Context: an optimization exercise on an open-source flow, tuned for small area and a short achievable clock period. The choices shown serve that exercise and are no tape-out recipe. Function was checked by simulation only, so behaviour that the tests miss may differ from the original. Power figures rest on the tool's default switching activity, not on a simulated workload.

==> flow/design.v <==
module pc_prefix_adder(
    input   [31:0] curr_pc,
    output  [31:0] pc_plus_4
);
    wire carry;
    cla_16 low_16bit(
        .src1       (curr_pc[15:0]),
        .src2       (16'h4),
        .carry_in   (1'b0),
        .sub_flag   (1'b0),
        .sum        (pc_plus_4[15:0]),
        .carry_out  (carry)
    );
    cla_16 high_16bit(
        .src1       (curr_pc[31:16]),
        .src2       (16'h0),
        .carry_in   (carry),
        .sub_flag   (1'b0),
        .sum        (pc_plus_4[31:16]),
        .carry_out  ( )
    );
endmodule
module cla_16(
    input [15:0] src1,
    input [15:0] src2,
    input carry_in,
    input sub_flag,
    output [15:0] sum,
    output carry_out
);
    wire carry;
    cla_08 low_8bit(
        .src1       (src1[7:0]),
        .src2       (src2[7:0]),
        .carry_in   (carry_in),
        .sub_flag   (sub_flag),
        .sum        (sum[7:0]),
        .carry_out  (carry)
    );
    cla_08 high_8bit(
        .src1       (src1[15:8]),
        .src2       (src2[15:8]),
        .carry_in   (carry),
        .sub_flag   (sub_flag),
        .sum        (sum[15:8]),
        .carry_out  (carry_out)
    );
endmodule
module cla_08(
    input [7:0] src1,
    input [7:0] src2,
    input carry_in,
    input sub_flag,
    output [7:0] sum,
    output carry_out
);
    wire carry;
    cla_04 low_4bit(
        .src1       (src1[3:0]),
        .src2       (src2[3:0]),
        .carry_in   (carry_in),
        .sub_flag   (sub_flag),
        .sum        (sum[3:0]),
        .carry_out  (carry)
    );
    cla_04 high_4bit(
        .src1       (src1[7:4]),
        .src2       (src2[7:4]),
        .carry_in   (carry),
        .sub_flag   (sub_flag),
        .sum        (sum[7:4]),
        .carry_out  (carry_out)
    );
endmodule
module cla_04(
    input [3:0] src1,
    input [3:0] src2,
    input carry_in,
    input sub_flag,
    output [3:0] sum,
    output carry_out
);
    wire [3:0] _src2;
    wire [3:0] gen;  
    wire [3:0] pro;  
    wire [3:0] carry;
    assign _src2 = sub_flag ? ~src2 : src2;  
    assign gen = src1 & _src2;   
    assign pro = src1 ^ _src2;   
    assign carry[0] = gen[0] | pro[0] & carry_in;
    assign carry[1] = gen[1] | pro[1] & carry[0];
    assign carry[2] = gen[2] | pro[2] & carry[1];
    assign carry[3] = gen[3] | pro[3] & carry[2];
    assign carry_out = carry[3];
    fa fa_00(
        .src1       (src1[0]),
        .src2       (_src2[0]),
        .carry_in   (carry_in),
        .sum        (sum[0]),
        .carry_out  ()   
    );
    fa fa_01(
        .src1       (src1[1]),
        .src2       (_src2[1]),
        .carry_in   (carry[0]),
        .sum        (sum[1]),
        .carry_out  ()   
    );
    fa fa_02(
        .src1       (src1[2]),
        .src2       (_src2[2]),
        .carry_in   (carry[1]),
        .sum        (sum[2]),
        .carry_out  ()   
    );
    fa fa_03(
        .src1       (src1[3]),
        .src2       (_src2[3]),
        .carry_in   (carry[2]),
        .sum        (sum[3]),
        .carry_out  ()   
    );
endmodule
module fa(
    input src1,
    input src2,
    input carry_in,
    output sum,
    output carry_out
);
    assign sum = ((src1 ^ src2) ^ carry_in);
    assign carry_out = (src1 & src2) | (src2 & carry_in) | (carry_in & src1);
endmodule
module extend_logic(
    input   [31:0]    instr,       
    input   [2:0]     imm_src,     
    output  [31:0]    imm_extend   
);
    localparam OPC_LOAD = 7'b000_0011;  
    localparam OPC_STOR = 7'b010_0011;  
    localparam IMM_I    = 3'b000;    
    localparam IMM_S    = 3'b001;    
    localparam IMM_B    = 3'b010;    
    localparam IMM_J    = 3'b011;    
    localparam IMM_U    = 3'b100;    
    localparam F3_SLLI  = 3'b001;
    localparam F3_SRxI  = 3'b101;
    reg [31:0] ext_value;
    wire [6:0]  opcode;
    wire [2:0]  funct3;
    wire        uimm_ext;
    assign opcode    = instr[6:0];
    assign funct3    = instr[14:12];
    assign uimm_ext = (  
        (opcode != OPC_LOAD) &&
        (opcode != OPC_STOR) &&
        ((funct3 == F3_SLLI) || (funct3 == F3_SRxI))
    );
    always @(*)begin
        case(imm_src)
            IMM_I: begin
                if(uimm_ext)         
                    ext_value = {27'h0, instr[24:20]};
                else                 
                    ext_value = {{20{instr[31]}}, instr[31:20]};
            end
            IMM_S: begin  
                ext_value = {{20{instr[31]}}, instr[31:25], instr[11:7]};
            end
            IMM_B: begin  
                ext_value = {{20{instr[31]}}, instr[7], instr[30:25], instr[11:8], 1'b0};
            end
            IMM_J: begin  
                ext_value = {{12{instr[31]}}, instr[31], instr[19:12], instr[20],instr[30:21], 1'b0};
            end
            IMM_U: begin  
                ext_value = {instr[31:12], 12'h0};
            end
            default: begin
                ext_value = 32'h0;
            end
        endcase
    end
    assign imm_extend = ext_value;
endmodule
module reg_file(
    input               clk,
    input               we,
    input   [4  : 0]    rs1,
    input   [4  : 0]    rs2,
    input   [4  : 0]    rd_addr,
    input   [31  : 0]   rd_data,
    output  [31 : 0]    rd1,
    output  [31 : 0]    rd2
);
reg [31:0] mem [0:31];
assign rd1 = (rs1 == 5'h0) ? 32'h0 : mem[rs1];
assign rd2 = (rs2 == 5'h0) ? 32'h0 : mem[rs2];
genvar idx;
generate
    for(idx = 1; idx < 32; idx = idx + 1)begin: REG_FILE
        always @(posedge clk)begin
            if((idx == rd_addr) && (we))begin
                mem[idx] <= rd_data;
            end
        end
    end
endgenerate
endmodule
`timescale 1ns/1ns
module IF_stage#(
    parameter PC_RESET_VALUE = 32'h0
)(
    input   clk,
    input   n_rst,
    input   [1:0]   PC_src,
    input   [31:0]  next_pc,
    input   [31:0]  jump_pc,
    input   [31:0]  branch_pc,
    output  [31:0]  curr_pc,
    output  [31:0]  pc_plus_4
);
    reg [31:0]  PC;
    reg [31:0]  PC_reg;
    assign curr_pc      =   PC_reg;   
    always @(*)begin
        case(PC_src)
            2'b00:      PC = next_pc;
            2'b01:      PC = jump_pc;
            2'b10:      PC = branch_pc;
            default:    PC = PC_RESET_VALUE;
        endcase 
    end
    always @(posedge clk or negedge n_rst)begin
        if(!n_rst)
            PC_reg <= PC_RESET_VALUE;
        else
            PC_reg <= PC;
    end
    pc_prefix_adder u_pc_plus_4(
        .curr_pc    (PC_reg),
        .pc_plus_4  (pc_plus_4)
    );      
endmodule
`timescale 1ns/1ns
module ID_stage(
    input   clk,
    input   n_rst,
    input           RegWrite,
    input   [2:0]   Imm_Src,
    input   [31:0]  instr,
    input   [31:0]  curr_pc_in,
    input   [31:0]  pc_plus_4_in,
    input   [31:0]  reg_wdata,
    output  [31:0] RD1,
    output  [31:0] RD2,
    output  [31:0] imm_value,
    output  [31:0] curr_pc_out,
    output  [31:0] pc_plus_4_out
);
    wire [4:0] rs1  = instr[19:15];
    wire [4:0] rs2  = instr[24:20];
    wire [4:0] rd   = instr[11:7];
    assign curr_pc_out      = curr_pc_in;
    assign pc_plus_4_out    = pc_plus_4_in;
    reg_file u_register_file(
        .clk        (clk),
        .we         (RegWrite),
        .rs1        (rs1),
        .rs2        (rs2),
        .rd_addr    (rd),
        .rd_data    (reg_wdata),
        .rd1        (RD1),
        .rd2        (RD2)
    );
    extend_logic u_extend_logic(
        .instr      (instr),
        .imm_src    (Imm_Src),
        .imm_extend (imm_value)
    );
endmodule
`timescale 1ns/1ns
module if_id_top(
    input           clk,
    input           n_rst,
    input   [1:0]   PC_src,
    input           RegWrite,
    input   [2:0]   Imm_Src,
    input   [31:0]  next_pc,
    input   [31:0]  jump_pc,
    input   [31:0]  branch_pc,
    input   [31:0]  instr,
    input   [31:0]  reg_wdata,
    output  [31:0]  curr_pc,
    output  [31:0]  pc_plus_4,
    output  [31:0]  RD1,
    output  [31:0]  RD2,
    output  [31:0]  imm_value
);
    wire [31:0] if_curr_pc;
    wire [31:0] if_pc_plus_4;
    IF_stage #(
        .PC_RESET_VALUE (32'h0)
    ) u_IF_stage(
        .clk        (clk),
        .n_rst      (n_rst),
        .PC_src     (PC_src),
        .next_pc    (next_pc),
        .jump_pc    (jump_pc),
        .branch_pc  (branch_pc),
        .curr_pc    (if_curr_pc),
        .pc_plus_4  (if_pc_plus_4)
    );
    ID_stage u_ID_stage(
        .clk            (clk),
        .n_rst          (n_rst),
        .RegWrite       (RegWrite),
        .Imm_Src        (Imm_Src),
        .instr          (instr),
        .curr_pc_in     (if_curr_pc),
        .pc_plus_4_in   (if_pc_plus_4),
        .reg_wdata      (reg_wdata),
        .RD1            (RD1),
        .RD2            (RD2),
        .imm_value      (imm_value),
        .curr_pc_out    (curr_pc),
        .pc_plus_4_out  (pc_plus_4)
    );
endmodule
==> flow/run.sh <==
#!/bin/bash
# synth_recipe.tcl (not shown) runs the flow's synth.tcl, then flattens the netlist and writes it again
# the make line also repeats each setting of config.mk as NAME=value (left out here)
make -C /OpenROAD-flow-scripts/flow DESIGN_CONFIG=/design/flow/config.mk WORK_HOME=/design/flow/orfs CLKGATE_MAP_FILE= SYNTH_SCRIPT=/design/flow/synth_recipe.tcl finish
==> flow/config.mk <==
export PLATFORM = sky130hd
export DESIGN_NAME = if_id_top
export DESIGN_NICKNAME = if_id_top
export VERILOG_FILES = /design/flow/design.v
export SDC_FILE = /design/flow/constraint.sdc
export NUM_CORES = 8
export LEC_CHECK = 0
export CAP_MARGIN = 20
export CORE_MARGIN = 2
export CORE_UTILIZATION = 40
export SLEW_MARGIN = 20
==> flow/constraint.sdc <==
create_clock -name core_clock -period 9.0 [get_ports {clk}]
set_input_delay 1.8000 -clock core_clock [delete_from_list [all_inputs] [get_ports {clk}]]
set_output_delay 1.8000 -clock core_clock [all_outputs]
set_load 0.01 [all_outputs]
==> results.txt <==
-- power groups by stage --
| stage | registers [mW] | logic [mW] | clock network, mW |
|---|---|---|---|
| floorplan | 5.42 | 0.461 | 0 |
| global placement | 5.44 | 1.10 | 0 |
| detailed placement | 5.44 | 1.10 | 0 |
| CTS | 5.34 | 1.10 | 4.56 |
| global route | 5.35 | 1.16 | 4.72 |
| finish | 5.35 | 1.17 | 4.59 |
-- cell families after synthesis --
kind of cell / Yosys count / synth area share [%]
buffers and inverters: 332 / 3.812
adder cells (fa/ha/maj): 28 / 0.7485
flip-flops: 1024 / 65.35
AO/OA/AOI/OAI: 1161 / 17.95
multiplexers: 184 / 4.197
XOR/XNOR: 2 / 0.03743
AND/OR/NAND/NOR: 721 / 7.909
-- per-layer routing --
layer  global-route usage [%]  up-vias
met3                    21.88     1721
met5                   0.8804        -
li1                         -    14830
met1                    50.08    20340
met2                    56.95     5620
met4                    30.93       34
-- stage by stage --
step	worst slack [ps]	power (mW)	util (%)	instances
after floorplan	1731	5.884	-	3452
after global routing	119.0	11.23	48.42	5418
after global placement	913.6	6.537	45.26	5200
final	445.6	11.10	48.50	5456
after CTS	106.6	11.00	48.38	5409
after detailed placement	868.3	6.539	45.29	5201
-- area by class of cell --
class,count,share of cell area (%)
Antenna cell,46,0.2042
Tap cell,1524,3.383
Inverter,10,0.06660
Multi-Input combinational cell,2096,26.68
Timing Repair Buffer,548,9.021
Clock inverter,65,1.083
Clock buffer,143,5.285
Sequential cell,1024,54.27
-- cells in the mapped netlist, types with 9 or more instances --
| cell type | number | area share (%) |
|---|---|---|
| a31oi_1 | 50 | 0.67 |
| ha_1 | 28 | 0.75 |
| nand4_1 | 84 | 1.1 |
| a32o_1 | 9 | 0.19 |
| mux2i_1 | 140 | 3.0 |
| a21o_1 | 19 | 0.30 |
| buf_2 | 154 | 1.6 |
| nor2b_1 | 24 | 0.32 |
| o2bb2ai_1 | 10 | 0.19 |
| buf_4 | 88 | 1.4 |
| a32oi_1 | 25 | 0.47 |
| nor2_2 | 18 | 0.24 |
| nor3_2 | 10 | 0.21 |
| a211oi_1 | 13 | 0.21 |
| a221oi_1 | 63 | 1.2 |
| inv_1 | 10 | 0.080 |
| nand2b_1 | 23 | 0.31 |
| a21oi_1 | 166 | 1.8 |
| mux2_2 | 38 | 0.91 |
| a22oi_1 | 548 | 8.8 |
| edfxtp_1 | 992 | 64 |
| a22o_1 | 75 | 1.4 |
| buf_1 | 10 | 0.080 |
| o22ai_1 | 13 | 0.17 |
| and3_1 | 24 | 0.32 |
| nor3_1 | 66 | 0.71 |
| and2_1 | 14 | 0.19 |
| nand2_1 | 185 | 1.5 |
| and4_1 | 9 | 0.17 |
| o21ai_0 | 78 | 0.83 |
| nand3_1 | 45 | 0.48 |
| dfrtp_1 | 32 | 1.7 |
| a222oi_1 | 17 | 0.36 |
| a2111oi_0 | 11 | 0.21 |
| nor2_1 | 151 | 1.2 |
| clkbuf_1 | 68 | 0.55 |
| nor4_1 | 20 | 0.27 |
-- worst max-delay path: cells and delay by family, from the launching register on --
family     cells  cell delay, ps
fa+ha+maj     27            5130
buf+inv        1             520
flops          1             390
-- worst paths after layout --
path	from	end	slack, ps	depth (start not counted)
worst max-delay path	u_IF_stage.PC_reg[2]	pc_plus_4[29]	450	28
worst min-delay path	n_rst	u_IF_stage.PC_reg[17]	1500	2
max in group asynchronous	n_rst	u_IF_stage.PC_reg[29]	7190	2
min in group core_clock	reg_wdata[13]	u_ID_stage.u_register_file.mem[12][13]	1660	1
-- repair_timing --
item	in CTS	in global routing
hold buffers	0	0
buffers inserted	0	0
resized for setup	0	2
endpoints found under the setup margin	0	2
==> results.cfg <==
[job]
cap_violations = 0

[final_layout]
synthToLayoutAreaGrowth_pct = 20.41
mostFrequentLayoutCells = edfxtp_1, a22oi_1, clkdlybuf4s50_1
layout_commonest_cell = edfxtp_1
nets = 3986
fin_area_mm2 = 0.05636
multiInputGateArea_mm2 = 0.01504
fill_cells = 10040
seq_area_mm2 = 0.03059
largest_reg_flops = 992
drive_above_1_share_pct = 14.49

[route]
m1WireLength_um = 82950
ant_nets = 0
highest_layer = met5
drtIter0Drc = 10880
routed_via_density = 7.797
drt_pass1_iterations = 13
remaining_drc_errors = 0
wl_met2_um = 101600
wire_per_inst_um = 47.70
via_count = 42540
wl_met3_um = 49460
drt_wl_total_um = 260300

[setup_path]
crit_arrival_ps = 6750
critPathKind = reg -> out
cp.required_ps = 7200
cpPeakStageDelay_ps = 520
path_common_cell = ha_1
end_kind = output pin
path_max_fanout = 3
slowest_stage = clkdlybuf4s50_1
start_kind = register

[yosys]
ys_types = 79
syn-instance-count = 3452
ys_ff_latch = 1024
syn_area_mm2 = 0.04681
syn-mean-instance-area_um2 = 13.56
ys_warn_count = 36
syn_nets = 3648
ys_seq_area_share_pct = 65.35
synth_edf_count = 992
async_flop_share_pct = 3.125
synthFlopType = edfxtp_1

[sta]
finalSetupViolCount = 0
rsz0062_at_grt = no
period_share_pct = 95.05
hold_violations = 0
finalMaxSlewViolations = 0
tightest_slew_ps = 1400
slew_headroom_pct = 6.342
min_period_ps = 8554
holdWs_ps = 1497
tns_ps = 0
fmax_mhz = 116.9

[power]
powerDensity_mw_per_mm2 = 197.0
vdd_drop_max_uv = 163.2
leakagePower_nw = 18.46
p_seq_share_pct = 48.1
p_int_mw = 8.298
switchingPower_mw = 2.806
p_comb_share_pct = 10.6
netSwitchingFraction_pct = 25.27
pwr-share-clk_pct = 41.3

[clock_tree]
cts.path.max_buffers = 3
htree_levels = 3
root_buffer = clkbuf_16
cts.clk_slew.worst_paths_ps = 60
clkSinkCount = 1024
numCtsBuffers = 110
cts_tree = done

[placement]
dp_hpwl_um = 153700
numPortBuffers = 326
finalWeightedCongestion = 1.007
postPlaceCellArea_mm2 = 0.05263

[floorplan]
rows = 125
dieArea_mm2 = 0.1198
initial_utilization_pct = 40.28
die_h_um = 346.1
dieWidth_um = 346.1
io_pins = 328
core_area_mm2 = 0.1162

[global_route]
antenna_found_initial = 35
grt_remaining_overflow = 0
grt_pass1_vias = 38450
grt_max_degree = 45
globalRouteTotalUtil_pct = 41.89
grt_pass1_wl_um = 340100

[hold_path]
min_path_type = in -> async

[run_status]
status = no timing/DRC/antenna violations

==> static timing again, ports no longer ideal <==
No port has a modelled driver above. Below, the same layout with a new extraction and two added sets of constraints.
Step 1 sets driving cells, clkbuf_16 on the clock port and buf_2 on the other inputs (assumed; they add their load-dependent delay and slew).
Step 2 times the ports against the registers' clock, not the clock port: input delays grow and output delays shrink by t, the midpoint of the rising clock arrivals with the driver on.
a / b / c = ideal / step 1 / step 2; a / b = the first two.
shift t [ns]: 0.797
setup WS [ns]: 0.446 / 0.369 / 1.014
worst data-port slew with drivers (ns): 0.15
cell pins on the clock port's net: 1
After both steps this run still meets setup and hold. The setup slack of this run moves by -0.077 ns with the drivers and by +0.568 ns with both steps.
